Source: an optimization exercise on an open RTL-to-GDS flow (aim: a short achievable clock period and few clock cycles). Production flows keep margins and buffers that such runs may drop. Where RTL was checked, it was by simulation tests only, not by an equivalence proof against the original. The RTL of run 3 was laid out without a check of its function. Power figures rest on the tool's default switching activity, not on a simulated workload.

`design/flow/config.mk`:
```
export PLATFORM = sky130hd
export DESIGN_NAME = SingleCycle_MIPS
export DESIGN_NICKNAME = SingleCycle_MIPS
export VERILOG_FILES = /design/flow/design.v
export SDC_FILE = /design/flow/constraint.sdc
export NUM_CORES = 8
export LEC_CHECK = 0
export ABC_CLOCK_PERIOD_IN_PS = 1000
export CAP_MARGIN = 20
export CORE_MARGIN = 2
export CORE_UTILIZATION = 40
export SETUP_SLACK_MARGIN = 5.0
export SLEW_MARGIN = 20
```
`design/flow/constraint.sdc`:
```
create_clock -name core_clock -period 7.5 [get_ports {clk}]
set_input_delay 1.5000 -clock core_clock [delete_from_list [all_inputs] [get_ports {clk}]]
set_output_delay 1.5000 -clock core_clock [all_outputs]
set_load 0.01 [all_outputs]
```
`design/flow/design.v`:
```
module SingleCycle_MIPS(
    clk,
    rst_n,
    IR_addr,
    IR,
    ReadDataMem,
    CEN,
    WEN,
    A,
    ReadData2,
    OEN
);
    input         clk, rst_n;
    input  [31:0] IR;
    output [31:0] IR_addr;
    input  [31:0] ReadDataMem;
    output        CEN;
    output        WEN;
    output  [6:0] A;
    output [31:0] ReadData2;
    output        OEN;
    reg  [9:0]  pc_F;            
    reg  [9:0]  pcn_F;           
    reg         v_D;
    reg  [31:0] ir_D;
    reg  [9:0]  pc_D;
    reg  [31:0] rA, rB;          
    reg         hzA, hzB;        
    reg         we_E;            
    reg  [4:0]  rd_E;
    reg         eLW, eAND, eOR, eARI, eSLT;
    reg         cin_E;           
    reg         slt_E;           
    reg  [31:0] a_E;
    reg  [31:0] bb_E;            
    reg  [31:0] z1_E, z0_E;      
    reg  [31:0] xl_E;            
    reg  [8:0]  lo_E;            
    reg         cen_E, wen_E;
    reg  [6:0]  addr_E;
    reg  [31:0] sd_E;
    reg         we_M;
    reg  [4:0]  rd_M;
    reg  [31:0] res_M;
    reg  [31:0] rf [0:31];
    reg  [9:0]  ras [0:7];
    reg  [7:0]  fv;
    reg  [9:0]  fkey [0:7];
    reg  [9:0]  ftgt [0:7];
    reg  [2:0]  fnext;
    reg         fpend;           
    reg  [9:0]  fpkey, fptgt;
    assign IR_addr   = {20'd0, pc_F, 2'b00};
    assign CEN       = cen_E;
    assign WEN       = wen_E;
    assign A         = addr_E;
    assign ReadData2 = sd_E;
    assign OEN       = 1'b0;
    integer i, k;
    wire [32:0] cy;
    ks_carry #(32) u_alu (.g(a_E & bb_E), .p(a_E ^ bb_E), .cin(cin_E), .c(cy));
    wire [31:0] sum   = a_E ^ bb_E ^ cy[31:0];
    wire [31:0] res_E = ({32{eLW}}  & ReadDataMem) |
                        ({32{eAND}} & (a_E & bb_E)) |
                        ({32{eOR}}  & (a_E | bb_E)) |
                        ({32{eARI}} & sum) |
                        {31'd0, eSLT & slt_E};
    wire [9:0]  pc  = ~pcn_F;
    wire [15:0] imm = ir_D[15:0];
    reg  isR, isLW, isSW, isBEQ, isJAL, isJR, wr_D;
    reg  dADD, dSUB, dOR, dSLT, dAND;
    reg  [4:0] dst_D;
    wire [31:0] vA = rA;
    wire [31:0] vB = rB;
    reg  [31:0] zA, zB;
    always @(*) begin
        zA[0] = z1_E[0];
        zB[0] = z1_E[0];
        for (k = 1; k < 32; k = k + 1) begin
            zA[k] = vB[k-1] ? z1_E[k] : z0_E[k];
            zB[k] = vA[k-1] ? z1_E[k] : z0_E[k];
        end
    end
    wire zeqA, zeqB, xeqA, xeqB, eqAB;
    eq32 u_zA (.a(zA), .b(vB), .eq(zeqA));
    eq32 u_zB (.a(zB), .b(vA), .eq(zeqB));
    eq32 u_xA (.a(xl_E), .b(vB), .eq(xeqA));
    eq32 u_xB (.a(xl_E), .b(vA), .eq(xeqB));
    eq32 u_ab (.a(vA), .b(vB), .eq(eqAB));
    wire eqA = eARI ? zeqA : eSLT ? (~|vB[31:1] & (vB[0] == slt_E)) : xeqA;
    wire eqB = eARI ? zeqB : eSLT ? (~|vA[31:1] & (vA[0] == slt_E)) : xeqB;
    wire beq_eq = (hzA & hzB) | (hzA & ~hzB & eqA) | (~hzA & hzB & eqB) | (~hzA & ~hzB & eqAB);
    wire e_agu = eARI | eAND | eOR;
    wire stall = v_D & ((hzA & isJR) |
                        (hzA & ~eLW & isR) | (hzB & ~eLW & (isR | isSW)) |
                        (hzA & ~e_agu & (isLW | isSW)) |
                        ((hzA | hzB) & eLW & isBEQ));
    wire go_D  = v_D & ~stall;
    wire [8:0] base = ~hzA ? vA[8:0] : eARI ? lo_E : xl_E[8:0];
    wire [9:0] c_e;
    ks_carry #(9) u_ea (.g(base & imm[8:0]), .p(base ^ imm[8:0]), .cin(1'b0), .c(c_e));
    wire [8:0] ea = base ^ imm[8:0] ^ c_e[8:0];
    wire [10:0] link = {1'b0, pc_D} + 11'd1;
    wire [9:0]  bt_D = pc_D + 10'd1 + imm[9:0];       
    wire taken   = v_D & isBEQ & ~stall & beq_eq;
    wire redir_B = taken & (bt_D != pc);
    wire redir_J = v_D & isJR & ~hzA & (vA[11:2] != pc);
    wire redir   = redir_B | redir_J | stall;
    wire [9:0] redir_pc = stall ? pc_D : isJR ? vA[11:2] : bt_D;
    wire [31:0] sA  = hzA ? ReadDataMem : vA;
    wire [31:0] sB  = hzB ? ReadDataMem : vB;
    wire [31:0] fA  = isJAL ? {19'd0, link, 2'b00} : sA;
    wire [31:0] fB  = isJAL ? 32'd0 : sB;
    wire [31:0] fBB = dSUB ? ~fB : fB;
    wire slt_D;
    lt32 u_slt (.a(sA), .b(sB), .lt(slt_D));
    wire [31:0] fp = fA ^ fBB;
    wire [31:0] fg = fA & fBB;
    wire [9:0]  c_o;
    ks_carry #(9) u_lo (.g(fg[8:0]), .p(fp[8:0]), .cin(dSUB), .c(c_o));
    wire f_j  = (IR[31:27] == 5'b00001);      
    wire f_jj = (IR[31:26] == 6'h02);         
    wire f_jr = (IR[31:26] == 6'h00) & (IR[5:0] == 6'h08);
    wire [9:0] pc_seq = pc + 10'd1;
    wire [9:0] ras_top = (v_D & isJAL) ? link[9:0] : (v_D & isJR) ? ras[1] : ras[0];
    reg        fhit, fdup;
    reg  [9:0] fpred;
    always @(*) begin
        fhit = 1'b0; fdup = 1'b0; fpred = 10'd0;
        for (k = 0; k < 8; k = k + 1) begin
            if (fv[k] && fkey[k] == pc) begin fhit = 1'b1; fpred = fpred | ftgt[k]; end
            if (fv[k] && fkey[k] == fpkey) fdup = 1'b1;
        end
    end
    reg  [31:0] rf_A, rf_B;
    always @(*) begin
        rf_A = 32'd0;
        rf_B = 32'd0;
        for (k = 0; k < 32; k = k + 1) begin
            rf_A = rf_A | ({32{IR[25:21] == k}} & rf[k]);
            rf_B = rf_B | ({32{IR[20:16] == k}} & rf[k]);
        end
    end
    wire byA = we_E & (IR[25:21] == rd_E);
    wire byB = we_E & (IR[20:16] == rd_E);
    wire bmA = we_M & (IR[25:21] == rd_M);
    wire bmB = we_M & (IR[20:16] == rd_M);
    wire [31:0] nA = byA ? res_E : bmA ? res_M : rf_A;
    wire [31:0] nB = byB ? res_E : bmB ? res_M : rf_B;
    wire [9:0] pc_pred = f_j ? IR[9:0] : f_jr ? ras_top : fhit ? fpred : pc_seq;
    wire [9:0] pc_nx = redir ? redir_pc : pc_pred;
    wire uA = ~f_j;                           
    always @(posedge clk or negedge rst_n) begin
        if (~rst_n) begin
            pc_F <= 10'd0; pcn_F <= 10'h3ff;
            v_D <= 1'b0; we_E <= 1'b0; we_M <= 1'b0;
            for (i = 0; i < 32; i = i + 1) rf[i] <= 32'd0;
            fv <= 8'd0; fnext <= 3'd0; fpend <= 1'b0;
        end else begin
            pc_F  <= pc_nx;
            pcn_F <= ~pc_nx;
            v_D <= ~redir;
            fpend <= f_jj;
            if (fpend && !fdup) begin
                fv[fnext] <= 1'b1;
                fnext     <= fnext + 3'd1;
            end
            we_E  <= go_D & wr_D;
            we_M  <= we_E;
            if (we_M)
                for (i = 0; i < 32; i = i + 1)
                    if (i == rd_M) rf[i] <= res_M;
        end
    end
    wire [5:0] f_op = IR[31:26];
    wire [5:0] f_fn = IR[5:0];
    wire f_R   = (f_op == 6'h00);
    wire f_LW  = (f_op == 6'h23);
    wire f_JAL = (f_op == 6'h03);
    wire f_ADD = f_R & (f_fn[3:0] == 4'b0000);
    wire f_SUB = f_R & (f_fn[3:0] == 4'b0010);
    wire f_OR  = f_R & (f_fn[3:0] == 4'b0101);
    wire f_SLT = f_R & (f_fn[3:0] == 4'b1010);
    always @(posedge clk) begin
        isR   <= f_R;
        isLW  <= f_LW;
        isSW  <= (f_op == 6'h2b);
        isBEQ <= (f_op == 6'h04);
        isJAL <= f_JAL;
        isJR  <= f_R & (f_fn == 6'h08);
        wr_D  <= f_R | f_LW | f_JAL;
        dst_D <= f_JAL ? 5'd31 : f_R ? IR[15:11] : IR[20:16];
        dADD  <= f_ADD;
        dSUB  <= f_SUB;
        dOR   <= f_OR;
        dSLT  <= f_SLT;
        dAND  <= f_R & ~f_ADD & ~f_SUB & ~f_OR & ~f_SLT;
        hzA  <= uA & v_D & wr_D & (IR[25:21] == dst_D);
        hzB  <= uA & v_D & wr_D & (IR[20:16] == dst_D);
        rA   <= nA;
        rB   <= nB;
        ir_D <= IR;
        pc_D <= pc;
        fpkey <= pc - 10'd1;
        fptgt <= IR[9:0];
        if (fpend && !fdup) begin
            fkey[fnext] <= fpkey;
            ftgt[fnext] <= fptgt;
        end
        if (go_D & isJAL) begin
            for (i = 7; i > 0; i = i - 1) ras[i] <= ras[i-1];
            ras[0] <= link[9:0];
        end else if (go_D & isJR) begin
            for (i = 0; i < 7; i = i + 1) ras[i] <= ras[i+1];
        end
        rd_E  <= dst_D;
        eLW   <= isLW;
        eAND  <= dAND;
        eOR   <= dOR;
        eARI  <= dADD | dSUB | isJAL;
        eSLT  <= dSLT;
        cin_E <= dSUB;
        slt_E <= slt_D;
        a_E   <= fA;
        bb_E  <= fBB;
        z1_E  <= fp ^ {fg[30:0], dSUB};
        z0_E  <= fp ^ {fg[30:0] | fp[30:0], dSUB};
        xl_E  <= dAND ? fg : (fA | fBB);
        lo_E  <= fp[8:0] ^ c_o[8:0];
        addr_E <= ea[8:2];
        cen_E <= ~(go_D & (isLW | isSW));
        wen_E <= ~(go_D & isSW);
        sd_E  <= sB;
        rd_M  <= rd_E;
        res_M <= res_E;
    end
endmodule
module ks_carry #(parameter W = 32) (
    input  [W-1:0] g,
    input  [W-1:0] p,
    input          cin,
    output [W:0]   c
);
    reg [W-1:0] G, P, Gn, Pn;
    integer i, d;
    always @(*) begin
        G = g; P = p;
        for (d = 1; d < W; d = d * 2) begin
            for (i = 0; i < W; i = i + 1)
                if (i >= d) begin
                    Gn[i] = G[i] | (P[i] & G[i-d]);
                    Pn[i] = P[i] & P[i-d];
                end else begin
                    Gn[i] = G[i];
                    Pn[i] = P[i];
                end
            G = Gn; P = Pn;
        end
    end
    assign c = {G | (P & {W{cin}}), cin};
endmodule
module eq32 (
    input  [31:0] a,
    input  [31:0] b,
    output        eq
);
    assign eq = ~|(a ^ b);
endmodule
module lt32 (
    input  [31:0] a,
    input  [31:0] b,
    output        lt
);
    wire [31:0] xa = {~a[31], a[30:0]};
    wire [31:0] xb = {b[31], ~b[30:0]};
    wire [32:0] c;
    ks_carry #(32) u_c (.g(xa & xb), .p(xa ^ xb), .cin(1'b1), .c(c));
    assign lt = ~c[32];
endmodule
```
`design/flow/run.sh`:
```
#!/bin/bash
# synth_recipe.tcl (not shown) runs the flow's synth.tcl, then flattens the netlist and writes it again
# the make line also repeats each setting of config.mk as NAME=value (left out here)
make -C /OpenROAD-flow-scripts/flow DESIGN_CONFIG=/design/flow/config.mk WORK_HOME=/design/flow/orfs CLKGATE_MAP_FILE= SYNTH_SCRIPT=/design/flow/synth_recipe.tcl finish
```
==> flow_metrics.tcl, run 1 <==
set metrics [dict create \
    status "no timing/DRC/antenna violations" \
    reg2reg_to "slt_E$_DFF_P_" \
    cts_buffer_depth 3 \
    synthMuxAreaShare 0.1700 \
    synthAdderAreaFrac 0.03454 \
    antenna_found_initial 17 \
    worst_pin_slew_ns 1.202 \
    peakVddDrop_mv 0.2514 \
    synth.avg_cell_area_um2 11.67 \
    p_per_area_nw_per_um2 201.2 \
    grt_pass1_wl_mm 546.8 \
    finalCritPeriodShare 0.4656 \
    die_w_um 459.8 \
    crit_fanout 5 \
    tritoncts "yes" \
    final_common_cell "mux2_2" \
    synth_top_family_by_area "multiplexers" \
    area_growth_pct 32.40 \
    layout_min_cycle_time_ns 3.492 \
    synth-async-reset-ratio 0.6345 \
    final_nets 8010 \
    synth_top_flop_cell "dfrtp_1" \
    path_clk_slew_ns 0.06 \
    die_area_um2 211400 \
    synth_edf_count 240 \
    path_cells "buf_12, buf_4, or3_4, nor2_4, buf_4, bufbuf_16, buf_4, a22oi_1, nand4_1, nor3_4, nand2_1, o211ai_1, o21ai_1" \
    nFillCells 16960 \
    synth-simple-area-share 0.06388 \
    finalSetupTns_ns 0 \
    cp_top_family "simple AND/OR/NAND/NOR gates" \
    cp-start-kind "primary input" \
    core_um2 206900 \
    criticalPathCategory "in -> reg" \
    dp_hpwl_mm 212.7 \
    r2r.worst_path.cells 12 \
    vias 74110 \
    synth_cell_type_count 82 \
    grt_max_degree 170 \
    holdBufCountCts 0 \
    slowest_stage "o211ai_1" \
    insertion_delay_ns 0.90 \
    ant_nets 0 \
    cp_num_buf_inv 5 \
    drt_iter0_markers 13850 \
    wl_per_cell_um 38.88 \
    finalHoldViolCount 0 \
    yosysSeqAreaShare 0.4949 \
    min_to "eOR$_DFF_P_" \
    hold-path-cell-count 0 \
    crit_path_end_kind "register" \
    grt_pass1_vias 68970 \
    root_buffer "clkbuf_16" \
    htreeDepth 4 \
    gp_congestion 0.9592 \
    cpPeakStageDelay_ns 0.48 \
    setup_viol 0 \
    layout_common_cells "mux2_2 (1090), dfrtp_1 (1047), a22oi_1 (465), buf_4 (429), xnor2_1 (262)" \
    ys_warn_count 5 \
    ys_ff_latch 1669 \
    drc 0 \
    rrSetupSlack_ns 4.41 \
    vias_per_cell 6.993 \
    required_ns 8.24 \
    track_usage 0.3677 \
    synth_area_um2 83110 \
    crit_path_frequent_cell "buf_4" \
    cp.arrival_ns 4.23 \
    max_freq_mhz 286.4 \
    synth_xor_area_frac 0.05549 \
    slew-limit-headroom 0.1989 \
    synth_cells 7119 \
    cts.sinks 1669 \
    dp_slack_ns 1.991 \
    setup_slack_ns 4.008 \
    drv_slew 0 \
    rr_startpoint "hzA$_DFF_P_" \
    drtPass1Iterations 22 \
    hold_path_class "reg -> reg" \
    io_buffers 115 \
    cap_violations 0 \
    rsz0062_at_grt "true" \
    synth_compound_gate_area_share 0.1384 \
    finalClockSkew_ns 0.04185 \
    die_height_um 459.8 \
    drive_above_1_share 0.4392 \
    hp-start "dOR$_DFF_P_" \
    io_pins 140 \
    cts_made_buffers 182 \
    start_util 0.4018 \
    grt_overflow_total 0 \
    fp-row-count 167 \
    leakagePower_nw 47.52 \
    drt_wl_total_mm 412.0 \
]
## cells by family (layout without fill, tap and decap cells)
logic type               count (synthesis)  count (layout)
AO/OA/AOI/OAI                         1506            1506
flip-flops                            1669            1669
AND/OR/NAND/NOR                       1048            1054
other                                    1              41
XOR/XNOR                               525             525
adder cells (fa/ha/maj)                224             224
multiplexers                          1271            1271
buffers and inverters                  875            1603
## state kept, by name, indices dropped and copies added (netlist names), 32 cells and up
name and cells:
ftgt 80, a_E 32, rA 32, rB 32, xl_E 32, res_M 32, bb_E 32, rf 1024
ras 80, fkey 80, sd_E 32
## worst max-delay path by stage
stage / startpoint / end / slack (ns) / cells after the start
floorplan: ReadDataMem[0] / slt_E$_DFF_P_ / 3.93 / 12
global placement: IR[19] / rB[15]$_DFF_P_ / 1.94 / 10
detailed placement: IR[20] / rB[13]$_DFF_P_ / 1.99 / 10
CTS: ReadDataMem[0] / slt_E$_DFF_P_ / 4.30 / 13
global route: IR[23] / rA[3]$_DFF_P_ / 4.09 / 13
finish: IR[23] / rA[3]$_DFF_P_ / 4.01 / 13
## synth_stat cells (all sizes together) (85+ instances only)
cell type  count  share of area
clkbuf       398          0.018
o21ai        153         0.0092
nand3        108         0.0065
nor2         220         0.0099
xnor2        283          0.030
a22o         253          0.027
nor3          85         0.0051
a221oi       277          0.029
inv          254          0.011
a22oi        550          0.050
dfxtp        370          0.089
nand4        235          0.018
dfrtp       1049           0.32
xor2         241          0.025
mux2i        154          0.019
mux2        1116           0.15
edfxtp       240          0.087
buf          221          0.013
nand2        208         0.0095
ha           215          0.032
## metal layers
metal / vias up / part of all wire / GRT usage
li1: 27820 / - / -
met1: 36850 / 0.36 / 0.4630
met2: 6982 / 0.39 / 0.4959
met3: 2430 / 0.16 / 0.1736
met4: 30 / 0.093 / 0.2464
met5: - / 0.0018 / 0.001148
## power by group
group	switching, mW	internal (mW)
Clock	4.03	5.54
Sequential	0.552	9.43
Combinational	1.40	1.18
Total	5.99	16.2
## layout make-up
| type | count | area, um^2 | area share |
|---|---|---|---|
| multi-input cells | 4603 | 45390 | 0.4125 |
| flip-flops and latches | 1669 | 41440 | 0.3766 |
| repair buffers | 1008 | 12510 | 0.1137 |
| clock buffers | 267 | 5299 | 0.04816 |
| well taps | 2704 | 3383 | 0.03075 |
| clock inverters | 72 | 983.4 | 0.008938 |
| inverters | 256 | 982.2 | 0.008926 |
| diodes | 18 | 45.04 | 0.0004094 |
## through the flow
stage	cell area [um^2]	total power, mW	hold WS (ns)	utilization	cells
finish	110000	22.14	0.3299	0.5319	10600
global route	110000	22.67	0.3415	0.5317	10580
CTS	105500	21.81	0.3318	0.5102	10330
detailed placement	90070	11.98	0.3167	0.4354	9524
global placement	90010	11.95	0.3179	0.4351	9522
floorplan	87620	11.21	0.3096	-	7141
## timing repair
item / 4_1_cts / 5_1_grt
resized for setup: 1270 / 433
buffers inserted: 429 / 227
pin swaps: 269 / 286
cloned: 42 / 18
endpoints found under the setup margin: 1318 / 1061
Testbench counts, summed over its fixed seeds: cycles 80,066.
==> inputs of run 2 (changes only) <==
--- a/design/flow/design.v
+++ b/design/flow/design.v
@@ -25,4 +25,5 @@
     reg  [31:0] ir_D;
     reg  [9:0]  pc_D;
+    reg  [9:0]  bt_D;            
     reg  [31:0] rA, rB;          
     reg         hzA, hzB;        
@@ -31,5 +32,6 @@
     reg         eLW, eAND, eOR, eARI, eSLT;
     reg         cin_E;           
-    reg         slt_E;           
+    reg  [3:0]  ltc_E;           
+    reg  [3:1]  eqc_E;           
     reg  [31:0] a_E;
     reg  [31:0] bb_E;            
@@ -61,4 +63,5 @@
     ks_carry #(32) u_alu (.g(a_E & bb_E), .p(a_E ^ bb_E), .cin(cin_E), .c(cy));
     wire [31:0] sum   = a_E ^ bb_E ^ cy[31:0];
+    wire        slt_E = ltc_E[3] | eqc_E[3] & (ltc_E[2] | eqc_E[2] & (ltc_E[1] | eqc_E[1] & ltc_E[0]));
     wire [31:0] res_E = ({32{eLW}}  & ReadDataMem) |
                         ({32{eAND}} & (a_E & bb_E)) |
@@ -102,5 +105,4 @@
     wire [8:0] ea = base ^ imm[8:0] ^ c_e[8:0];
     wire [10:0] link = {1'b0, pc_D} + 11'd1;
-    wire [9:0]  bt_D = pc_D + 10'd1 + imm[9:0];       
     wire taken   = v_D & isBEQ & ~stall & beq_eq;
     wire redir_B = taken & (bt_D != pc);
@@ -113,6 +115,7 @@
     wire [31:0] fB  = isJAL ? 32'd0 : sB;
     wire [31:0] fBB = dSUB ? ~fB : fB;
-    wire slt_D;
-    lt32 u_slt (.a(sA), .b(sB), .lt(slt_D));
+    wire [3:0] ltc_D = {{~sA[31], sA[30:24]} < {~sB[31], sB[30:24]},
+                        sA[23:16] < sB[23:16], sA[15:8] < sB[15:8], sA[7:0] < sB[7:0]};
+    wire [3:1] eqc_D = {sA[31:24] == sB[31:24], sA[23:16] == sB[23:16], sA[15:8] == sB[15:8]};
     wire [31:0] fp = fA ^ fBB;
     wire [31:0] fg = fA & fBB;
@@ -153,10 +156,9 @@
     always @(posedge clk or negedge rst_n) begin
         if (~rst_n) begin
-            pc_F <= 10'd0; pcn_F <= 10'h3ff;
+            pcn_F <= 10'h3ff;
             v_D <= 1'b0; we_E <= 1'b0; we_M <= 1'b0;
             for (i = 0; i < 32; i = i + 1) rf[i] <= 32'd0;
             fv <= 8'd0; fnext <= 3'd0; fpend <= 1'b0;
         end else begin
-            pc_F  <= pc_nx;
             pcn_F <= ~pc_nx;
             v_D <= ~redir;
@@ -183,4 +185,6 @@
     wire f_SLT = f_R & (f_fn[3:0] == 4'b1010);
     always @(posedge clk) begin
+        pc_F  <= rst_n ? pc_nx : 10'd0;
+        bt_D  <= pc + 10'd1 + IR[9:0];
         isR   <= f_R;
         isLW  <= f_LW;
@@ -221,5 +225,6 @@
         eSLT  <= dSLT;
         cin_E <= dSUB;
-        slt_E <= slt_D;
+        ltc_E <= ltc_D;
+        eqc_E <= eqc_D;
         a_E   <= fA;
         bb_E  <= fBB;
@@ -267,13 +272,2 @@
     assign eq = ~|(a ^ b);
 endmodule
-module lt32 (
-    input  [31:0] a,
-    input  [31:0] b,
-    output        lt
-);
-    wire [31:0] xa = {~a[31], a[30:0]};
-    wire [31:0] xb = {b[31], ~b[30:0]};
-    wire [32:0] c;
-    ks_carry #(32) u_c (.g(xa & xb), .p(xa ^ xb), .cin(1'b1), .c(c));
-    assign lt = ~c[32];
-endmodule
--- a/design/flow/config.mk
+++ b/design/flow/config.mk
@@ -6,5 +6,5 @@
 export NUM_CORES = 8
 export LEC_CHECK = 0
-export ABC_CLOCK_PERIOD_IN_PS = 1000
+export ABC_AREA = 1
 export CAP_MARGIN = 20
 export CORE_MARGIN = 2
==> flow_metrics.tcl, run 2 <==
set metrics [dict create \
    criticalPathCategory "in -> reg" \
    drc 0 \
    grt_max_degree 163 \
    switching_power_mw 6.699 \
    cp_top_family "compound AO/OA/AOI/OAI gates" \
    slew-limit-headroom 0.1672 \
    cp.arrival_ns 4.13 \
    root_buffer "clkbuf_16" \
    synth_area_um2 86260 \
    synth.avg_cell_area_um2 7.991 \
    start_util 0.4023 \
    final_common_cell "nand2_1" \
    setup_viol 0 \
    htreeDepth 4 \
    die_area_um2 219400 \
    insertion_delay_ns 0.90 \
    peakVddDrop_mv 0.2768 \
    nFillCells 19250 \
    p_comb_frac 0.162 \
    leakagePower_nw 48.21 \
    largest_reg_flops 1024 \
    track_usage 0.3885 \
    finalPower_mw 23.09 \
    synth_top_cells_by_count "nand2_1 (2915), o21ai_0 (1491), inv_1 (1149)" \
    drv_slew 0 \
    finalSetupTns_ns 0 \
    grt_overflow_total 0 \
    core_um2 214400 \
    p_per_area_nw_per_um2 201.4 \
    routed.top_layer "met5" \
    grt_pass1_wl_mm 610.2 \
    vias 88880 \
    synth_most_common_cell "nand2_1" \
    finalClockSkew_ns 0.03716 \
    drive_above_1_share 0.2289 \
    synth_top_area_frac 0.3014 \
    ant_nets 0 \
    cpPeakStageDelay_ns 0.68 \
    path_clk_slew_ns 0.06 \
    slowest_stage "a2111oi_4" \
    seqPwrFrac 0.422 \
    yosysSeqAreaShare 0.4799 \
    met3_length_mm 62.65 \
    synth_cell_type_count 69 \
    area_growth_pct 32.94 \
    cts.sinks 1685 \
    drt_iter0_markers 14210 \
    wl_met2_mm 178.1 \
    p_clk_frac 0.416 \
    io_pins 140 \
    vias_per_cell 6.133 \
    dp_hpwl_mm 269.9 \
    regArea_um2 41610 \
    drt_wl_total_mm 441.9 \
    cap_violations 0 \
    cts_made_buffers 187 \
    synth_edf_count 240 \
    finalHoldViolCount 0 \
    ys_ff_latch 1685 \
    path_cells "buf_16, buf_16, buf_12, inv_16, nand2_8, inv_16, nand2_4, o221ai_4, a2111oi_4, nand4_1, o21ai_4, nand2_1" \
    required_ns 8.24 \
    rsz0062_at_grt "true" \
    synth_top_flop_cell "dfrtp_1" \
    grt_pass1_vias 82100 \
    max_freq_mhz 294.7 \
    yosysTopAreaCell "dfrtp_1" \
    synth_top_cells_by_area "dfrtp_1 (30%), nand2_1 (13%), dfxtp_1 (9.2%)" \
    crit_path_end_kind "register" \
    finalCritPeriodShare 0.4524 \
    antenna_found_initial 22 \
    holdBufCountCts 0 \
    io_buffers 115 \
    synth-async-reset-ratio 0.6226 \
    wl_per_cell_um 30.49 \
    internal-power_mw 16.39 \
    crit_fanout 6 \
    final_nets 11770 \
    multiInputGateArea_um2 45240 \
    fp-row-count 170 \
    status "no timing/DRC/antenna violations" \
    largest-register "rf" \
    hold_path_class "reg -> reg" \
    die_height_um 468.4 \
    gp_congestion 1.033 \
    cp_num_buf_inv 5 \
    layout_common_cells "nand2_1 (2751), o21ai_0 (1298), inv_1 (1047), dfrtp_1 (1039), buf_4 (568)" \
    tritoncts "yes" \
    met1_length_mm 159.6 \
    synth_cells 10800 \
    ys_warn_count 5 \
    worst_pin_slew_ns 1.248 \
    swShare 0.2901 \
    cts_buffer_depth 3 \
    layout_min_cycle_time_ns 3.393 \
    drtPass1Iterations 12 \
    cp-start-kind "primary input" \
    die_w_um 468.4 \
]
run 2: cell count changes in the layout (fill, tap and decap cells not counted), sizes merged, moves of 133 or more:
cell	change
inv	+931
a22o	-232
o22ai	+326
xnor2	-189
xor2	-133
nand3	+218
mux2	-1116
a21oi	+181
mux2i	-154
nand2	+2719
a22oi	-523
nor2	+286
o21ai	+1373
run 2: power by group through the flow:
stage | Sequential [mW] | Clock (mW) | Combinational [mW]
final | 9.74 | 9.61 | 3.74
after global routing | 9.75 | 10.0 | 3.91
after CTS | 9.73 | 9.64 | 3.35
after detailed placement | 10.0 | 0 | 2.42
after global placement | 10.0 | 0 | 2.41
after floorplan | 9.81 | 0 | 1.60
run 2: per-stage QoR:
stage | hold slack [ns] | utilization | instances | setup slack [ns] | area, um^2
after floorplan | 0.3096 | - | 10820 | 3.970 | 89120
after global placement | 0.3178 | 0.4274 | 13300 | 1.543 | 91630
after detailed placement | 0.3186 | 0.4275 | 13300 | 1.732 | 91660
after CTS | 0.3485 | 0.5140 | 14300 | 4.431 | 110200
after global routing | 0.3563 | 0.5347 | 14480 | 4.267 | 114700
final | 0.3517 | 0.5349 | 14490 | 4.107 | 114700
run 2: area by class of cell:
class | instances | share of cell area
well taps | 2838 | 0.03096
clock buffers | 275 | 0.04769
clock inverters | 74 | 0.007474
flip-flops and latches | 1685 | 0.3629
repair buffers | 1093 | 0.1071
repair inverters | 16 | 0.001582
multi-input cells | 7283 | 0.3945
diodes | 12 | 0.0002619
inverters | 1216 | 0.04753
run 2: worst paths after layout:
path	start	endpoint	slack, ns	cells after the start
worst min-delay path	dOR$_DFF_P_	eOR$_DFF_P_	0.35	0
worst max-delay path	IR[25]	rA[3]$_DFF_P_	4.11	12
worst max register to register	rd_M[2]$_DFF_P_	rB[10]$_DFF_P_	4.67	10
max in group asynchronous	rst_n	rf[1][23]$_DFFE_PN0P_	5.14	3
worst min register to register	dOR$_DFF_P_	eOR$_DFF_P_	0.35	0
min in group asynchronous	rst_n	rf[30][0]$_DFFE_PN0P_	0.59	1
run 2: cells by family (layout without fill, tap and decap cells):
group,Yosys count,in the layout,share of synthesized area
AND/OR/NAND/NOR,4112,4128,0.1957
other,1,35,0.00004347
flip-flops,1685,1685,0.4799
AO/OA/AOI/OAI,2707,2707,0.1843
adder cells (fa/ha/maj),223,223,0.03313
XOR/XNOR,202,202,0.02060
buffers and inverters,1865,2674,0.08630
run 2: worst reg2reg max path: stages, from the launching register on:
cell	delay [ns]
dfxtp_1	0.57
inv_1	0.12
o22ai_2	0.17
a21oi_1	0.06
and3_4	0.19
buf_6	0.13
buf_16	0.15
nor4_4	0.73
nand4_1	0.36
o21ai_1	0.17
o21ai_1	0.07
run 2: timing repair:
action	CTS	global route
gates resized for setup	1743	586
pin swaps	360	303
cloned	50	10
setup endpoints to repair	757	725
setup buffers	593	173
run 2: per-layer routing:
metal  vias up  track usage
met2      6675       0.5455
met1     42510       0.4743
li1      37590            -
met4        32       0.2806
met3      2073       0.1624
met5         -      0.02727
Testbench counts of run 2, summed over its fixed seeds: cycles 80,066.
==> inputs of run 3 (changes only) <==
--- a/design/flow/design.v
+++ b/design/flow/design.v
@@ -21,9 +21,14 @@
     output        OEN;
     reg  [9:0]  pc_F;            
-    reg  [9:0]  pcn_F;           
+    reg  [9:0]  pci_F;           
     reg         v_D;
     reg  [31:0] ir_D;
     reg  [9:0]  pc_D;
     reg  [9:0]  bt_D;            
+    reg  [9:0]  pn_D;            
+    reg         pt_D;            
+    reg         pv_D;            
+    reg  [6:0]  pi_D;            
+    reg  [1:0]  pc2_D;
     reg  [31:0] rA, rB;          
     reg         hzA, hzB;        
@@ -52,4 +57,12 @@
     reg  [2:0]  fnext;
     reg         fpend;           
+    reg  [1:0]  pht [0:127];
+    reg  [3:0]  ghist;
+    reg         bu_v, bu_t;
+    reg  [6:0]  bu_i;
+    reg  [1:0]  bu_c;
+    reg  [1:0]  pp_F;
+    reg  [9:0]  ppc_F;
+    reg  [6:0]  ppi_F;
     reg  [9:0]  fpkey, fptgt;
     assign IR_addr   = {20'd0, pc_F, 2'b00};
@@ -69,9 +82,10 @@
                         ({32{eARI}} & sum) |
                         {31'd0, eSLT & slt_E};
-    wire [9:0]  pc  = ~pcn_F;
+    wire [9:0]  pc  = pci_F;
     wire [15:0] imm = ir_D[15:0];
     reg  isR, isLW, isSW, isBEQ, isJAL, isJR, wr_D;
     reg  dADD, dSUB, dOR, dSLT, dAND;
     reg  [4:0] dst_D;
+    reg  stp_D;
     wire [31:0] vA = rA;
     wire [31:0] vB = rB;
@@ -94,9 +108,5 @@
     wire eqB = eARI ? zeqB : eSLT ? (~|vA[31:1] & (vA[0] == slt_E)) : xeqB;
     wire beq_eq = (hzA & hzB) | (hzA & ~hzB & eqA) | (~hzA & hzB & eqB) | (~hzA & ~hzB & eqAB);
-    wire e_agu = eARI | eAND | eOR;
-    wire stall = v_D & ((hzA & isJR) |
-                        (hzA & ~eLW & isR) | (hzB & ~eLW & (isR | isSW)) |
-                        (hzA & ~e_agu & (isLW | isSW)) |
-                        ((hzA | hzB) & eLW & isBEQ));
+    wire stall = v_D & stp_D;
     wire go_D  = v_D & ~stall;
     wire [8:0] base = ~hzA ? vA[8:0] : eARI ? lo_E : xl_E[8:0];
@@ -105,9 +115,11 @@
     wire [8:0] ea = base ^ imm[8:0] ^ c_e[8:0];
     wire [10:0] link = {1'b0, pc_D} + 11'd1;
-    wire taken   = v_D & isBEQ & ~stall & beq_eq;
-    wire redir_B = taken & (bt_D != pc);
-    wire redir_J = v_D & isJR & ~hzA & (vA[11:2] != pc);
-    wire redir   = redir_B | redir_J | stall;
-    wire [9:0] redir_pc = stall ? pc_D : isJR ? vA[11:2] : bt_D;
+    wire brV = v_D & isBEQ & ~stp_D;                       
+    wire brB = brV & (bt_D != pc);                         
+    wire brN = brV & pt_D;                                 
+    wire rdJ = v_D & isJR & ~hzA & (vA[11:2] != pc);
+    wire rdo = rdJ | stall;
+    wire [9:0] rdo_pc = stall ? pc_D : vA[11:2];
+    wire redir = beq_eq ? (brB | rdo) : (brN | rdo);
     wire [31:0] sA  = hzA ? ReadDataMem : vA;
     wire [31:0] sB  = hzB ? ReadDataMem : vB;
@@ -121,9 +133,12 @@
     wire [31:0] fg = fA & fBB;
     wire [9:0]  c_o;
-    ks_carry #(9) u_lo (.g(fg[8:0]), .p(fp[8:0]), .cin(dSUB), .c(c_o));
+    wire [8:0]  sBB = dSUB ? ~sB[8:0] : sB[8:0];
+    ks_carry #(9) u_lo (.g(sA[8:0] & sBB), .p(sA[8:0] ^ sBB), .cin(dSUB), .c(c_o));
     wire f_j  = (IR[31:27] == 5'b00001);      
     wire f_jj = (IR[31:26] == 6'h02);         
     wire f_jr = (IR[31:26] == 6'h00) & (IR[5:0] == 6'h08);
-    wire [9:0] pc_seq = pc + 10'd1;
+    wire [10:0] c_sq;
+    ks_carry #(10) u_sq (.g(10'd0), .p(pc), .cin(1'b1), .c(c_sq));
+    wire [9:0] pc_seq = pc ^ c_sq[9:0];
     wire [9:0] ras_top = (v_D & isJAL) ? link[9:0] : (v_D & isJR) ? ras[1] : ras[0];
     reg        fhit, fdup;
@@ -151,16 +166,35 @@
     wire [31:0] nA = byA ? res_E : bmA ? res_M : rf_A;
     wire [31:0] nB = byB ? res_E : bmB ? res_M : rf_B;
-    wire [9:0] pc_pred = f_j ? IR[9:0] : f_jr ? ras_top : fhit ? fpred : pc_seq;
-    wire [9:0] pc_nx = redir ? redir_pc : pc_pred;
+    wire       pv_F = (pc == ppc_F);                       
+    wire       pt_F = f_BEQ & pv_F & pp_F[1];
+    wire [10:0] c_bt;
+    ks_carry #(10) u_bt (.g(pc & IR[9:0]), .p(pc ^ IR[9:0]), .cin(1'b1), .c(c_bt));
+    wire [9:0] bt_F = pc ^ IR[9:0] ^ c_bt[9:0];
+    wire [9:0] pc_pred = f_j ? IR[9:0] : f_jr ? ras_top : pt_F ? bt_F : fhit ? fpred : pc_seq;
+    wire [9:0] nxb = rdo ? rdo_pc : pc_pred;
+    wire [9:0] nx0 = brN ? pn_D : nxb;                     
+    wire [9:0] nx1 = brB ? bt_D : nxb;                     
+    wire [9:0] pc_nx = beq_eq ? nx1 : nx0;
+    wire [6:0] pre_i = pc_seq[6:0] ^ {ghist, 3'b000};
     wire uA = ~f_j;                           
+    wire hzA_n = uA & v_D & wr_D & (IR[25:21] == dst_D);
+    wire hzB_n = uA & v_D & wr_D & (IR[20:16] == dst_D);
     always @(posedge clk or negedge rst_n) begin
         if (~rst_n) begin
-            pcn_F <= 10'h3ff;
+            pci_F <= 10'd0;
             v_D <= 1'b0; we_E <= 1'b0; we_M <= 1'b0;
             for (i = 0; i < 32; i = i + 1) rf[i] <= 32'd0;
             fv <= 8'd0; fnext <= 3'd0; fpend <= 1'b0;
+            for (i = 0; i < 128; i = i + 1) pht[i] <= 2'b01;
+            ghist <= 4'd0; bu_v <= 1'b0;
         end else begin
-            pcn_F <= ~pc_nx;
+            pci_F <= pc_nx;
             v_D <= ~redir;
+            bu_v <= brV & pv_D;
+            if (bu_v) begin
+                ghist <= {ghist[2:0], bu_t};
+                pht[bu_i] <= bu_t ? (bu_c == 2'b11 ? 2'b11 : bu_c + 2'b01)
+                                  : (bu_c == 2'b00 ? 2'b00 : bu_c - 2'b01);
+            end
             fpend <= f_jj;
             if (fpend && !fdup) begin
@@ -179,5 +213,8 @@
     wire f_R   = (f_op == 6'h00);
     wire f_LW  = (f_op == 6'h23);
+    wire f_SW  = (f_op == 6'h2b);
+    wire f_BEQ = (f_op == 6'h04);
     wire f_JAL = (f_op == 6'h03);
+    wire f_JR  = f_R & (f_fn == 6'h08);
     wire f_ADD = f_R & (f_fn[3:0] == 4'b0000);
     wire f_SUB = f_R & (f_fn[3:0] == 4'b0010);
@@ -186,11 +223,26 @@
     always @(posedge clk) begin
         pc_F  <= rst_n ? pc_nx : 10'd0;
-        bt_D  <= pc + 10'd1 + IR[9:0];
+        bt_D  <= bt_F;
+        pn_D  <= pc_seq;
+        pt_D  <= pt_F;
+        pv_D  <= pv_F;
+        pi_D  <= ppi_F;
+        pc2_D <= pp_F;
+        bu_t  <= beq_eq;
+        bu_i  <= pi_D;
+        bu_c  <= pc2_D;
+        pp_F  <= pht[pre_i];
+        ppc_F <= pc_seq;
+        ppi_F <= pre_i;
         isR   <= f_R;
         isLW  <= f_LW;
-        isSW  <= (f_op == 6'h2b);
-        isBEQ <= (f_op == 6'h04);
+        isSW  <= f_SW;
+        isBEQ <= f_BEQ;
         isJAL <= f_JAL;
-        isJR  <= f_R & (f_fn == 6'h08);
+        isJR  <= f_JR;
+        stp_D <= (hzA_n & f_JR) |
+                 (hzA_n & ~isLW & f_R) | (hzB_n & ~isLW & (f_R | f_SW)) |
+                 (hzA_n & ~(dADD | dSUB | dAND | dOR) & (f_LW | f_SW)) |
+                 ((hzA_n | hzB_n) & isLW & f_BEQ);
         wr_D  <= f_R | f_LW | f_JAL;
         dst_D <= f_JAL ? 5'd31 : f_R ? IR[15:11] : IR[20:16];
@@ -200,6 +252,6 @@
         dSLT  <= f_SLT;
         dAND  <= f_R & ~f_ADD & ~f_SUB & ~f_OR & ~f_SLT;
-        hzA  <= uA & v_D & wr_D & (IR[25:21] == dst_D);
-        hzB  <= uA & v_D & wr_D & (IR[20:16] == dst_D);
+        hzA  <= hzA_n;
+        hzB  <= hzB_n;
         rA   <= nA;
         rB   <= nB;
@@ -232,5 +284,5 @@
         z0_E  <= fp ^ {fg[30:0] | fp[30:0], dSUB};
         xl_E  <= dAND ? fg : (fA | fBB);
-        lo_E  <= fp[8:0] ^ c_o[8:0];
+        lo_E  <= sA[8:0] ^ sBB ^ c_o[8:0];
         addr_E <= ea[8:2];
         cen_E <= ~(go_D & (isLW | isSW));
==> design/flow/flow/run.sh (new file) <==
#!/bin/bash
# The standard layout (the standard.sh, ORFS from synthesis to the final layout), with
# two ORFS settings changed:
#  - MATCH_CELL_FOOTPRINT=0: timing repair may resize a cell to one of another width
#    (the platform sets 1, which keeps most weak gates at their first size);
#  - BUFFER_PORTS_ARGS: the port buffers are sky130_fd_sc_hd__buf_4, not the delay cell
#    that buffer_ports picks by default.
# Each ORFS step writes its own log under orfs/logs/; make's output goes to flow.log here.
set -euo pipefail
bash standard.sh MATCH_CELL_FOOTPRINT=0 "BUFFER_PORTS_ARGS=-buffer_cell sky130_fd_sc_hd__buf_4" finish > flow.log 2>&1
==> design/flow/standard.sh (new file) <==
#!/bin/bash
# synth_recipe.tcl (not shown) runs the flow's synth.tcl, then flattens the netlist and writes it again
# the make line also repeats each setting of config.mk as NAME=value (left out here)
make -C /OpenROAD-flow-scripts/flow DESIGN_CONFIG=/design/flow/config.mk WORK_HOME=/design/flow/orfs CLKGATE_MAP_FILE= SYNTH_SCRIPT=/design/flow/synth_recipe.tcl "${@:-finish}"
removed: design/flow/run.sh
==> flow_metrics.tcl, run 3 <==
set metrics [dict create \
    htreeDepth 4 \
    cpPeakStageDelay_ns 0.80 \
    finalClockSkew_ns 0.07371 \
    largest-register "rf" \
    crit_fanout 6 \
    cts_buffer_depth 3 \
    fp-row-count 184 \
    whs_ns 0.2878 \
    crit_path_frequent_cell "buf_4" \
    setup_viol 0 \
    drive_above_1_share 0.2353 \
    gp_congestion 1.031 \
    die_w_um 505.5 \
    yosysTopAreaCell "dfrtp_1" \
    die_height_um 505.5 \
    cap_violations 0 \
    cp.arrival_ns 4.27 \
    dp_hpwl_mm 300.4 \
    die_area_um2 255600 \
    final_common_cell "nand2_1" \
    drtPass1Iterations 13 \
    grt_pass1_wl_mm 696.2 \
    nFillCells 22780 \
    status "no timing/DRC/antenna violations" \
    cp-start-kind "primary input" \
    cts_made_buffers 216 \
    synth_top_flop_cell "dfrtp_1" \
    final_nets 13830 \
    path_cells "buf_12, buf_4, nand2_4, inv_1, nand3_4, buf_4, o2111ai_2, a2111oi_4, nand4_1, o211ai_1, nand2_1" \
    synth_top_cells_by_area "dfrtp_1 (29%), nand2_1 (14%), o21ai_0 (8.8%)" \
    root_buffer "clkbuf_16" \
    drt_iter0_markers 18240 \
    cp_top_family "compound AO/OA/AOI/OAI gates" \
    finalSetupTns_ns 0 \
    area_growth_pct 33.03 \
    max_freq_mhz 283.9 \
    drv_slew 0 \
    leakagePower_nw 56.79 \
    start_util 0.4013 \
    io_pins 140 \
    synth_cells 12800 \
    grt_overflow_total 0 \
    tritoncts "yes" \
    finalPower_mw 28.61 \
    ys_ff_latch 1983 \
    cp_num_buf_inv 4 \
    antenna_found_initial 56 \
    reg_top3 "rf (1024), pht (256)" \
    vias 104800 \
    required_ns 8.24 \
    slew-limit-headroom 0.1873 \
    grt_max_degree 164 \
    p_per_area_nw_per_um2 213.8 \
    post-route-util 0.5339 \
    core_um2 250700 \
    peakVddDrop_mv 0.2598 \
    layout_min_cycle_time_ns 3.522 \
    synth_top_area_frac 0.2940 \
    synth_cell_type_count 66 \
    dp.cells 15750 \
    path_clk_slew_ns 0.06 \
    criticalPathCategory "in -> reg" \
    largest_reg_flops 1024 \
    hold_path_class "reg -> reg" \
    ant_nets 0 \
    worst_pin_slew_ns 1.219 \
    holdBufCountCts 0 \
    track_usage 0.3786 \
    synth-async-reset-ratio 0.6606 \
    synth_most_common_cell "nand2_1" \
    layout_common_cells "nand2_1 (3478), o21ai_0 (1582), dfrtp_1 (1179), inv_1 (1075), buf_4 (665)" \
    synth_top_cells_by_count "nand2_1 (3749), o21ai_0 (1765), inv_1 (1199)" \
    finalHoldViolCount 0 \
    grt_pass1_vias 92730 \
    io_buffers 115 \
    finalCritPeriodShare 0.4697 \
    synth_edf_count 240 \
    rsz0062_at_grt "true" \
    cts.sinks 1983 \
    drc 0 \
    insertion_delay_ns 0.93 \
    yosysSeqAreaShare 0.4852 \
    synth_area_um2 100600 \
    stdcell_count 17130 \
    drt_wl_total_mm 521.7 \
    synth.avg_cell_area_um2 7.859 \
    wl_per_cell_um 30.45 \
    vias_per_cell 6.116 \
    crit_path_end_kind "register" \
    ys_warn_count 7 \
    slowest_stage "a2111oi_4" \
]
==> run 3: cell types whose count changed in the layout (fill, tap and decap cells not counted), sizes merged, moves of 59 or more <==
| cell | previous run | this run |
|---|---|---|
| clkbuf | 283 | 352 |
| clkinv | 54 | 113 |
| nand3 | 329 | 607 |
| buf | 1032 | 1167 |
| dfstp | 10 | 128 |
| dfrtp | 1039 | 1182 |
| nand2 | 2930 | 3765 |
| nor2 | 506 | 699 |
| o21ai | 1526 | 1802 |
==> run 3: final timing paths <==
check                              startpoint                     end  slack (ns)  depth (start not counted)
min in group asynchronous               rst_n  pht[59][1]$_DFFE_PN0P_        0.57                          1
max in group asynchronous               rst_n  rf[11][17]$_DFFE_PN0P_        5.22                          3
max reg2reg                pci_F[1]$_DFF_PN0_         pp_F[1]$_DFF_P_        4.44                         20
min                          pc2_D[0]$_DFF_P_         bu_c[0]$_DFF_P_        0.29                          0
min reg2reg                  pc2_D[0]$_DFF_P_         bu_c[0]$_DFF_P_        0.29                          0
max                                    IR[24]           rA[0]$_DFF_P_        3.98                         11
==> run 3: what timing repair did <==
item,in CTS,in global routing
resized for setup,1396,991
pin swaps,346,477
setup endpoints to repair,509,999
cloned,44,29
buffers inserted,488,356
==> run 3: worst reg2reg max path, cell delays in order, from the launching register on <==
cell and delay [ns]:
dfrtp_1 0.38, buf_12 0.14, ha_4 0.16, nand2_4 0.08, nor2_4 0.14, inv_2 0.08
o21ai_2 0.14, nand2_2 0.10, inv_2 0.14, nand2_2 0.08, nand2_4 0.14, nor2_4 0.11
buf_12 0.16, nand2_4 0.07, nor2_2 0.07, nor3_4 0.31, nand2_1 0.11, nor2_2 0.19
nand2_2 0.09, nor2_4 0.13, nand3_4 0.12
==> run 3: logic make-up after synthesis <==
logic type | Yosys count | synth area share
and+or+nand+nor | 5391 | 0.2177
AOI/OAI and AO/OA | 2973 | 0.1703
buffers and inverters | 1995 | 0.07807
DFF | 1983 | 0.4852
xor gates and xnor gates | 231 | 0.02018
adders and majority gates | 227 | 0.02830
muxes | 2 | 0.0001990
other | 1 | 0.00003727
==> run 3: per-stage QoR <==
stage | worst slack (ns) | cell area (um^2)
after floorplan | 3.893 | 104300
after global placement | 1.816 | 107200
after detailed placement | 1.851 | 107200
after CTS | 4.367 | 125900
after global routing | 4.240 | 133700
final | 3.978 | 133800
==> run 3: power by group <==
| group | internal [mW] | switching (mW) | total (mW) |
|---|---|---|---|
| Clock | 6.53 | 4.93 | 11.5 |
| Sequential | 11.1 | 0.238 | 11.4 |
| Combinational | 1.99 | 3.77 | 5.77 |
| Total | 19.7 | 8.94 | 28.6 |
==> run 3: area by class of cell <==
class | instances | area (um^2) | area share
Antenna cell | 57 | 142.6 | 0.001066
Clock buffer | 309 | 6167 | 0.04608
Clock inverter | 99 | 1399 | 0.01045
Inverter | 1255 | 6032 | 0.04507
Multi-Input combinational cell | 8861 | 52810 | 0.3945
Sequential cell | 1983 | 49050 | 0.3665
Tap cell | 3348 | 4189 | 0.03130
Timing Repair Buffer | 1210 | 13920 | 0.1040
Timing Repair inverter | 12 | 138.9 | 0.001038
==> run 3: metal layers <==
layer	global-route usage	routed length, um	vias up
met5	0.01708	1116	-
met4	0.2692	48320	49
met3	0.1541	79490	2408
met2	0.5173	204500	8380
met1	0.4792	188200	49790
li1	-	-	44160
==> inputs of run 4 (changes only) <==
--- a/design/flow/design.v
+++ b/design/flow/design.v
@@ -22,4 +22,14 @@
     reg  [9:0]  pc_F;            
     reg  [9:0]  pci_F;           
+    reg         v_R;
+    reg  [31:0] ir_R;
+    reg  [9:0]  pc_R;
+    reg  [9:0]  bt_R, pn_R;
+    reg         pt_R, pv_R;
+    reg  [6:0]  pi_R;
+    reg  [1:0]  pc2_R;
+    reg  [31:0] s1_R, s2_R;      
+    reg         byA, byB;        
+    reg         bmA, bmB;        
     reg         v_D;
     reg  [31:0] ir_D;
@@ -37,6 +47,5 @@
     reg         eLW, eAND, eOR, eARI, eSLT;
     reg         cin_E;           
-    reg  [3:0]  ltc_E;           
-    reg  [3:1]  eqc_E;           
+    reg         slt_E;           
     reg  [31:0] a_E;
     reg  [31:0] bb_E;            
@@ -76,5 +85,4 @@
     ks_carry #(32) u_alu (.g(a_E & bb_E), .p(a_E ^ bb_E), .cin(cin_E), .c(cy));
     wire [31:0] sum   = a_E ^ bb_E ^ cy[31:0];
-    wire        slt_E = ltc_E[3] | eqc_E[3] & (ltc_E[2] | eqc_E[2] & (ltc_E[1] | eqc_E[1] & ltc_E[0]));
     wire [31:0] res_E = ({32{eLW}}  & ReadDataMem) |
                         ({32{eAND}} & (a_E & bb_E)) |
@@ -116,12 +124,13 @@
     wire [10:0] link = {1'b0, pc_D} + 11'd1;
     wire brV = v_D & isBEQ & ~stp_D;                       
-    wire brB = brV & (bt_D != pc);                         
+    wire brB = brV & ~(v_R & (pc_R == bt_D));              
     wire brN = brV & pt_D;                                 
-    wire rdJ = v_D & isJR & ~hzA & (vA[11:2] != pc);
+    wire rdJ = v_D & isJR & ~hzA & ~(v_R & (pc_R == vA[11:2]));
     wire rdo = rdJ | stall;
     wire [9:0] rdo_pc = stall ? pc_D : vA[11:2];
     wire redir = beq_eq ? (brB | rdo) : (brN | rdo);
-    wire [31:0] sA  = hzA ? ReadDataMem : vA;
-    wire [31:0] sB  = hzB ? ReadDataMem : vB;
+    wire [31:0] e_early = (hzA & eLW) | (hzB & eLW) ? ReadDataMem : eSLT ? {31'd0, slt_E} : xl_E;
+    wire [31:0] sA  = (hzA & eLW) ? ReadDataMem : hzA ? e_early : vA;
+    wire [31:0] sB  = (hzB & eLW) ? ReadDataMem : hzB ? e_early : vB;
     wire [31:0] fA  = isJAL ? {19'd0, link, 2'b00} : sA;
     wire [31:0] fB  = isJAL ? 32'd0 : sB;
@@ -130,9 +139,10 @@
                         sA[23:16] < sB[23:16], sA[15:8] < sB[15:8], sA[7:0] < sB[7:0]};
     wire [3:1] eqc_D = {sA[31:24] == sB[31:24], sA[23:16] == sB[23:16], sA[15:8] == sB[15:8]};
+    wire slt_D = ltc_D[3] | eqc_D[3] & (ltc_D[2] | eqc_D[2] & (ltc_D[1] | eqc_D[1] & ltc_D[0]));
     wire [31:0] fp = fA ^ fBB;
     wire [31:0] fg = fA & fBB;
     wire [9:0]  c_o;
-    wire [8:0]  sBB = dSUB ? ~sB[8:0] : sB[8:0];
-    ks_carry #(9) u_lo (.g(sA[8:0] & sBB), .p(sA[8:0] ^ sBB), .cin(dSUB), .c(c_o));
+    wire [8:0]  vBB = dSUB ? ~vB[8:0] : vB[8:0];
+    ks_carry #(9) u_lo (.g(vA[8:0] & vBB), .p(vA[8:0] ^ vBB), .cin(dSUB), .c(c_o));
     wire f_j  = (IR[31:27] == 5'b00001);      
     wire f_jj = (IR[31:26] == 6'h02);         
@@ -141,5 +151,8 @@
     ks_carry #(10) u_sq (.g(10'd0), .p(pc), .cin(1'b1), .c(c_sq));
     wire [9:0] pc_seq = pc ^ c_sq[9:0];
-    wire [9:0] ras_top = (v_D & isJAL) ? link[9:0] : (v_D & isJR) ? ras[1] : ras[0];
+    wire [9:0] link_R = pc_R + 10'd1;
+    wire [9:0] ras_top = (v_R & r_JAL) ? link_R :
+                         (v_R & r_JR)  ? ((v_D & isJAL) ? ras[0] : (v_D & isJR) ? ras[2] : ras[1]) :
+                         (v_D & isJAL) ? link[9:0] : (v_D & isJR) ? ras[1] : ras[0];
     reg        fhit, fdup;
     reg  [9:0] fpred;
@@ -156,16 +169,12 @@
         rf_B = 32'd0;
         for (k = 0; k < 32; k = k + 1) begin
-            rf_A = rf_A | ({32{IR[25:21] == k}} & rf[k]);
-            rf_B = rf_B | ({32{IR[20:16] == k}} & rf[k]);
+            rf_A = rf_A | ({32{s1_R[k]}} & rf[k]);
+            rf_B = rf_B | ({32{s2_R[k]}} & rf[k]);
         end
     end
-    wire byA = we_E & (IR[25:21] == rd_E);
-    wire byB = we_E & (IR[20:16] == rd_E);
-    wire bmA = we_M & (IR[25:21] == rd_M);
-    wire bmB = we_M & (IR[20:16] == rd_M);
     wire [31:0] nA = byA ? res_E : bmA ? res_M : rf_A;
     wire [31:0] nB = byB ? res_E : bmB ? res_M : rf_B;
     wire       pv_F = (pc == ppc_F);                       
-    wire       pt_F = f_BEQ & pv_F & pp_F[1];
+    wire       pt_F = (IR[31:26] == 6'h04) & pv_F & pp_F[1];
     wire [10:0] c_bt;
     ks_carry #(10) u_bt (.g(pc & IR[9:0]), .p(pc ^ IR[9:0]), .cin(1'b1), .c(c_bt));
@@ -177,11 +186,11 @@
     wire [9:0] pc_nx = beq_eq ? nx1 : nx0;
     wire [6:0] pre_i = pc_seq[6:0] ^ {ghist, 3'b000};
-    wire uA = ~f_j;                           
-    wire hzA_n = uA & v_D & wr_D & (IR[25:21] == dst_D);
-    wire hzB_n = uA & v_D & wr_D & (IR[20:16] == dst_D);
+    wire uA = ~(ir_R[31:27] == 5'b00001);    
+    wire hzA_n = uA & v_D & wr_D & (ir_R[25:21] == dst_D);
+    wire hzB_n = uA & v_D & wr_D & (ir_R[20:16] == dst_D);
     always @(posedge clk or negedge rst_n) begin
         if (~rst_n) begin
             pci_F <= 10'd0;
-            v_D <= 1'b0; we_E <= 1'b0; we_M <= 1'b0;
+            v_R <= 1'b0; v_D <= 1'b0; we_E <= 1'b0; we_M <= 1'b0;
             for (i = 0; i < 32; i = i + 1) rf[i] <= 32'd0;
             fv <= 8'd0; fnext <= 3'd0; fpend <= 1'b0;
@@ -190,5 +199,6 @@
         end else begin
             pci_F <= pc_nx;
-            v_D <= ~redir;
+            v_R <= ~redir;
+            v_D <= v_R & ~redir;
             bu_v <= brV & pv_D;
             if (bu_v) begin
@@ -209,24 +219,40 @@
         end
     end
-    wire [5:0] f_op = IR[31:26];
-    wire [5:0] f_fn = IR[5:0];
-    wire f_R   = (f_op == 6'h00);
-    wire f_LW  = (f_op == 6'h23);
-    wire f_SW  = (f_op == 6'h2b);
-    wire f_BEQ = (f_op == 6'h04);
-    wire f_JAL = (f_op == 6'h03);
-    wire f_JR  = f_R & (f_fn == 6'h08);
-    wire f_ADD = f_R & (f_fn[3:0] == 4'b0000);
-    wire f_SUB = f_R & (f_fn[3:0] == 4'b0010);
-    wire f_OR  = f_R & (f_fn[3:0] == 4'b0101);
-    wire f_SLT = f_R & (f_fn[3:0] == 4'b1010);
+    wire [5:0] r_op = ir_R[31:26];
+    wire [5:0] r_fn = ir_R[5:0];
+    wire r_R   = (r_op == 6'h00);
+    wire r_LW  = (r_op == 6'h23);
+    wire r_SW  = (r_op == 6'h2b);
+    wire r_BEQ = (r_op == 6'h04);
+    wire r_JAL = (r_op == 6'h03);
+    wire r_JR  = r_R & (r_fn == 6'h08);
+    wire r_ADD = r_R & (r_fn[3:0] == 4'b0000);
+    wire r_SUB = r_R & (r_fn[3:0] == 4'b0010);
+    wire r_OR  = r_R & (r_fn[3:0] == 4'b0101);
+    wire r_SLT = r_R & (r_fn[3:0] == 4'b1010);
     always @(posedge clk) begin
         pc_F  <= rst_n ? pc_nx : 10'd0;
-        bt_D  <= bt_F;
-        pn_D  <= pc_seq;
-        pt_D  <= pt_F;
-        pv_D  <= pv_F;
-        pi_D  <= ppi_F;
-        pc2_D <= pp_F;
+        ir_R  <= IR;
+        for (i = 0; i < 32; i = i + 1) begin
+            s1_R[i] <= (IR[25:21] == i);
+            s2_R[i] <= (IR[20:16] == i);
+        end
+        byA   <= v_D & wr_D & (IR[25:21] == dst_D);
+        byB   <= v_D & wr_D & (IR[20:16] == dst_D);
+        bmA   <= we_E & (IR[25:21] == rd_E);
+        bmB   <= we_E & (IR[20:16] == rd_E);
+        pc_R  <= pc;
+        bt_R  <= bt_F;
+        pn_R  <= pc_seq;
+        pt_R  <= pt_F;
+        pv_R  <= pv_F;
+        pi_R  <= ppi_F;
+        pc2_R <= pp_F;
+        bt_D  <= bt_R;
+        pn_D  <= pn_R;
+        pt_D  <= pt_R;
+        pv_D  <= pv_R;
+        pi_D  <= pi_R;
+        pc2_D <= pc2_R;
         bu_t  <= beq_eq;
         bu_i  <= pi_D;
@@ -235,27 +261,29 @@
         ppc_F <= pc_seq;
         ppi_F <= pre_i;
-        isR   <= f_R;
-        isLW  <= f_LW;
-        isSW  <= f_SW;
-        isBEQ <= f_BEQ;
-        isJAL <= f_JAL;
-        isJR  <= f_JR;
-        stp_D <= (hzA_n & f_JR) |
-                 (hzA_n & ~isLW & f_R) | (hzB_n & ~isLW & (f_R | f_SW)) |
-                 (hzA_n & ~(dADD | dSUB | dAND | dOR) & (f_LW | f_SW)) |
-                 ((hzA_n | hzB_n) & isLW & f_BEQ);
-        wr_D  <= f_R | f_LW | f_JAL;
-        dst_D <= f_JAL ? 5'd31 : f_R ? IR[15:11] : IR[20:16];
-        dADD  <= f_ADD;
-        dSUB  <= f_SUB;
-        dOR   <= f_OR;
-        dSLT  <= f_SLT;
-        dAND  <= f_R & ~f_ADD & ~f_SUB & ~f_OR & ~f_SLT;
+        isR   <= r_R;
+        isLW  <= r_LW;
+        isSW  <= r_SW;
+        isBEQ <= r_BEQ;
+        isJAL <= r_JAL;
+        isJR  <= r_JR;
+        stp_D <= (hzA_n & r_JR) |
+                 (hzA_n & (dADD | dSUB | isJAL) & r_R) |
+                 (hzB_n & (dADD | dSUB | isJAL) & (r_R | r_SW)) |
+                 (hzA_n & ~(dADD | dSUB | dAND | dOR) & (r_LW | r_SW)) |
+                 (hzA_n & (dADD | dSUB) & (hzA | hzB) & (r_LW | r_SW)) |
+                 ((hzA_n | hzB_n) & isLW & r_BEQ);
+        wr_D  <= r_R | r_LW | r_JAL;
+        dst_D <= r_JAL ? 5'd31 : r_R ? ir_R[15:11] : ir_R[20:16];
+        dADD  <= r_ADD;
+        dSUB  <= r_SUB;
+        dOR   <= r_OR;
+        dSLT  <= r_SLT;
+        dAND  <= r_R & ~r_ADD & ~r_SUB & ~r_OR & ~r_SLT;
         hzA  <= hzA_n;
         hzB  <= hzB_n;
         rA   <= nA;
         rB   <= nB;
-        ir_D <= IR;
-        pc_D <= pc;
+        ir_D <= ir_R;
+        pc_D <= pc_R;
         fpkey <= pc - 10'd1;
         fptgt <= IR[9:0];
@@ -277,6 +305,5 @@
         eSLT  <= dSLT;
         cin_E <= dSUB;
-        ltc_E <= ltc_D;
-        eqc_E <= eqc_D;
+        slt_E <= slt_D;
         a_E   <= fA;
         bb_E  <= fBB;
@@ -284,5 +311,5 @@
         z0_E  <= fp ^ {fg[30:0] | fp[30:0], dSUB};
         xl_E  <= dAND ? fg : (fA | fBB);
-        lo_E  <= sA[8:0] ^ sBB ^ c_o[8:0];
+        lo_E  <= vA[8:0] ^ vBB ^ c_o[8:0];
         addr_E <= ea[8:2];
         cen_E <= ~(go_D & (isLW | isSW));
==> design/flow/run.sh (new file) <==
#!/bin/bash
# synth_recipe.tcl (not shown) runs the flow's synth.tcl, then flattens the netlist and writes it again
# the make line also repeats each setting of config.mk as NAME=value (left out here)
make -C /OpenROAD-flow-scripts/flow DESIGN_CONFIG=/design/flow/config.mk WORK_HOME=/design/flow/orfs CLKGATE_MAP_FILE= SYNTH_SCRIPT=/design/flow/synth_recipe.tcl finish
--- a/design/flow/config.mk
+++ b/design/flow/config.mk
@@ -10,4 +10,6 @@
 export CORE_MARGIN = 2
 export CORE_UTILIZATION = 40
+export CTS_CLUSTER_DIAMETER = 150
+export CTS_CLUSTER_SIZE = 25
 export SETUP_SLACK_MARGIN = 5.0
 export SLEW_MARGIN = 20
removed: design/flow/flow/run.sh
removed: design/flow/standard.sh
==> flow_metrics.tcl, run 4 <==
set metrics [dict create \
    status "no timing/DRC/antenna violations" \
    drt_wl_total_mm 461.0 \
    path_cells "buf_6" \
    die_w_um 513.5 \
    cp_num_buf_inv 1 \
    design_area_um2 122000 \
    final_nets 13560 \
    peakVddDrop_mv 0.2553 \
    cap_violations 0 \
    drt_iter0_markers 13970 \
    dp_hpwl_mm 282.3 \
    tritoncts "yes" \
    synth_edf_count 240 \
    layout_min_cycle_time_ns 2.921 \
    cp-start-kind "register" \
    synth_most_common_cell "nand2_1" \
    insertion_delay_ns 0.84 \
    synth_top_flop_cell "dfrtp_1" \
    die_height_um 513.5 \
    htreeDepth 3 \
    place_area_um2 109500 \
    synth_top_cells_by_count "nand2_1 (4589), o21ai_0 (1625), dfrtp_1 (1183)" \
    grt_pass1_vias 90480 \
    area_growth_pct 17.47 \
    core_um2 258800 \
    slew-limit-headroom 0.2065 \
    io_buffers 115 \
    slowest_stage "dfxtp_4" \
    p_comb_frac 0.222 \
    antenna_found_initial 31 \
    ys_warn_count 7 \
    ys_ff_latch 2114 \
    cpPeakStageDelay_ns 0.47 \
    rsz0062_at_grt "true" \
    crit_fanout 1 \
    finalHoldViolCount 0 \
    setup_viol 0 \
    synth-async-reset-ratio 0.6202 \
    r2r.worst_path.cells 20 \
    seqPwrFrac 0.512 \
    finalClockSkew_ns 0.05468 \
    rr_startpoint "hzB$_DFF_P_" \
    yosysSeqAreaShare 0.4954 \
    max_freq_mhz 342.3 \
    synth_cells 13230 \
    synth_top_area_frac 0.2851 \
    drc 0 \
    criticalPathCategory "reg -> out" \
    cp.arrival_ns 1.42 \
    drv_slew 0 \
    drtPass1Iterations 7 \
    vias_per_cell 5.925 \
    layout_common_cells "nand2_1 (4369), o21ai_0 (1514), dfrtp_1 (1181), nand3_1 (696), inv_1 (655)" \
    swShare 0.3324 \
    cts.sinks 2114 \
    final_common_cell "nand2_1" \
    gp_congestion 0.9867 \
    drive_above_1_share 0.1576 \
    vias 99350 \
    cts_made_buffers 94 \
    min_to "pi_D[4]$_DFF_P_" \
    cts_buffer_depth 3 \
    finalCritPeriodShare 0.3895 \
    synth_top_cells_by_area "dfrtp_1 (29%), nand2_1 (17%), dfxtp_1 (11%)" \
    switching_power_mw 8.042 \
    reg2reg_to "slt_E$_DFF_P_" \
    wl_per_cell_um 27.49 \
    synth_area_um2 103800 \
    reg_top3 "rf (1024), pht (256)" \
    leakagePower_nw 52.83 \
    hold-path-cell-count 0 \
    finalSetupTns_ns 0 \
    largest-register "rf" \
    internal-power_mw 16.15 \
    root_buffer "clkbuf_16" \
    start_util 0.4013 \
    grt_pass1_wl_mm 645.3 \
    worst_pin_slew_ns 1.190 \
    yosysTopAreaCell "dfrtp_1" \
    track_usage 0.3347 \
    required_ns 6.00 \
    path_clk_slew_ns 0.12 \
    p_clk_frac 0.266 \
    finalPower_mw 24.19 \
    cp-startpoint "sd_E[26]$_DFF_P_" \
    hp-start "pi_R[4]$_DFF_P_" \
    grt_max_degree 158 \
    cp_top_family "flip-flops" \
    crit_path_end_kind "output port" \
    ant_nets 0 \
    fp-row-count 187 \
    largest_reg_flops 1024 \
    rrSetupSlack_ns 4.61 \
    p_per_area_nw_per_um2 198.3 \
    hold_path_class "reg -> reg" \
    io_pins 140 \
    grt_overflow_total 0 \
    die_area_um2 263700 \
    synth_cell_type_count 68 \
    synth.avg_cell_area_um2 7.852 \
]
==> run 4: through the flow <==
| stage | setup slack (ns) | std cells | util | hold slack (ns) |
|---|---|---|---|---|
| floorplan | 4.507 | 13250 | - | 0.3096 |
| global placement | 3.143 | 16180 | 0.4230 | 0.3099 |
| detailed placement | 3.201 | 16180 | 0.4231 | 0.3121 |
| CTS | 4.554 | 16600 | 0.4557 | 0.3285 |
| global route | 4.523 | 16760 | 0.4713 | 0.3274 |
| finish | 4.579 | 16770 | 0.4714 | 0.3232 |
==> run 4: final cells by class <==
type,count,area [um^2]
Fill cell,25310,136800
Multi-Input combinational cell,9556,52250
Sequential cell,2114,51900
Timing Repair Buffer,708,7525
Tap cell,3402,4257
Inverter,791,3213
Clock buffer,167,2669
Clock inverter,7,105.1
Antenna cell,22,55.05
Timing Repair inverter,1,7.507
==> run 4: kinds of logic after synthesis <==
kind of cell	Yosys count	synth area share
AO/OA/AOI/OAI	2494	0.1359
XOR/XNOR	254	0.02157
adder cells (fa/ha/maj)	228	0.02754
buffers and inverters	1588	0.06021
flip-flops	2114	0.4954
multiplexers	2	0.0002048
other	1	0.00003611
AND/OR/NAND/NOR	6544	0.2592
==> run 4: how the worst max path moves through the flow <==
stage | end | slack [ns] | cells after the start
after global routing | slt_E$_DFF_P_ | 4.52 | 14
after global placement | slt_E$_DFF_P_ | 3.14 | 17
after floorplan | pc_F[8]$_SDFF_PN0_ | 4.51 | 16
after CTS | ReadData2[24] | 4.55 | 1
final | ReadData2[26] | 4.58 | 1
after detailed placement | slt_E$_DFF_P_ | 3.20 | 17
==> run 4: per-layer routing <==
metal | track usage | routed length [um] | vias up
met5 | 0.007671 | 506 | -
met4 | 0.2077 | 35560 | 20
met3 | 0.08369 | 55070 | 1492
met2 | 0.4889 | 191500 | 6239
met1 | 0.4430 | 178400 | 47820
li1 | - | - | 43780
==> run 4: what timing repair did <==
item                                   4_1_cts  5_1_grt
cloned                                      21        9
endpoints found under the hold margin        0        0
setup buffers                              225      135
pin swaps                                  191      265
setup endpoints to repair                 1004     1194
resized for setup                         1207      670
hold buffers                                 0        0
==> run 4: power groups by stage <==
stage               registers (mW)  clock network (mW)  logic, mW
finish                        12.4                6.44       5.36
global route                  12.4                6.85       5.62
CTS                           12.4                6.49       4.90
detailed placement            12.7                   0       3.90
global placement              12.7                   0       3.89
floorplan                     12.4                   0       2.38
Testbench counts of run 4, summed over its fixed seeds: cycles 81,751.

==> static timing again, ports no longer ideal <==
In the flow no input, the clock included, has a driving cell. The finished layouts below were timed again as built, in two steps. Step 1 sets driving cells, clkbuf_16 on the clock port and buf_2 on the other inputs (assumed; they add their load-dependent delay and slew). Step 2, shift: input delay + t, output delay - t, t = (earliest + latest rising clock arrival at the registers) / 2. This alone moves slack from input paths to output paths. Three values: ideal, step 1, step 2; two values: the first two.
| run | shift t [ns] | setup slack, ns |
|---|---|---|
| run 1 | 0.967 | 4.008 / 3.860 / 2.893 |
| run 2 | 0.964 | 4.107 / 4.059 / 3.096 |
| run 3 | 0.990 | 3.978 / 4.029 / 3.038 |
| run 4 | 0.920 | 4.579 / 4.471 / 3.728 |
After both steps every run listed still meets setup and hold.
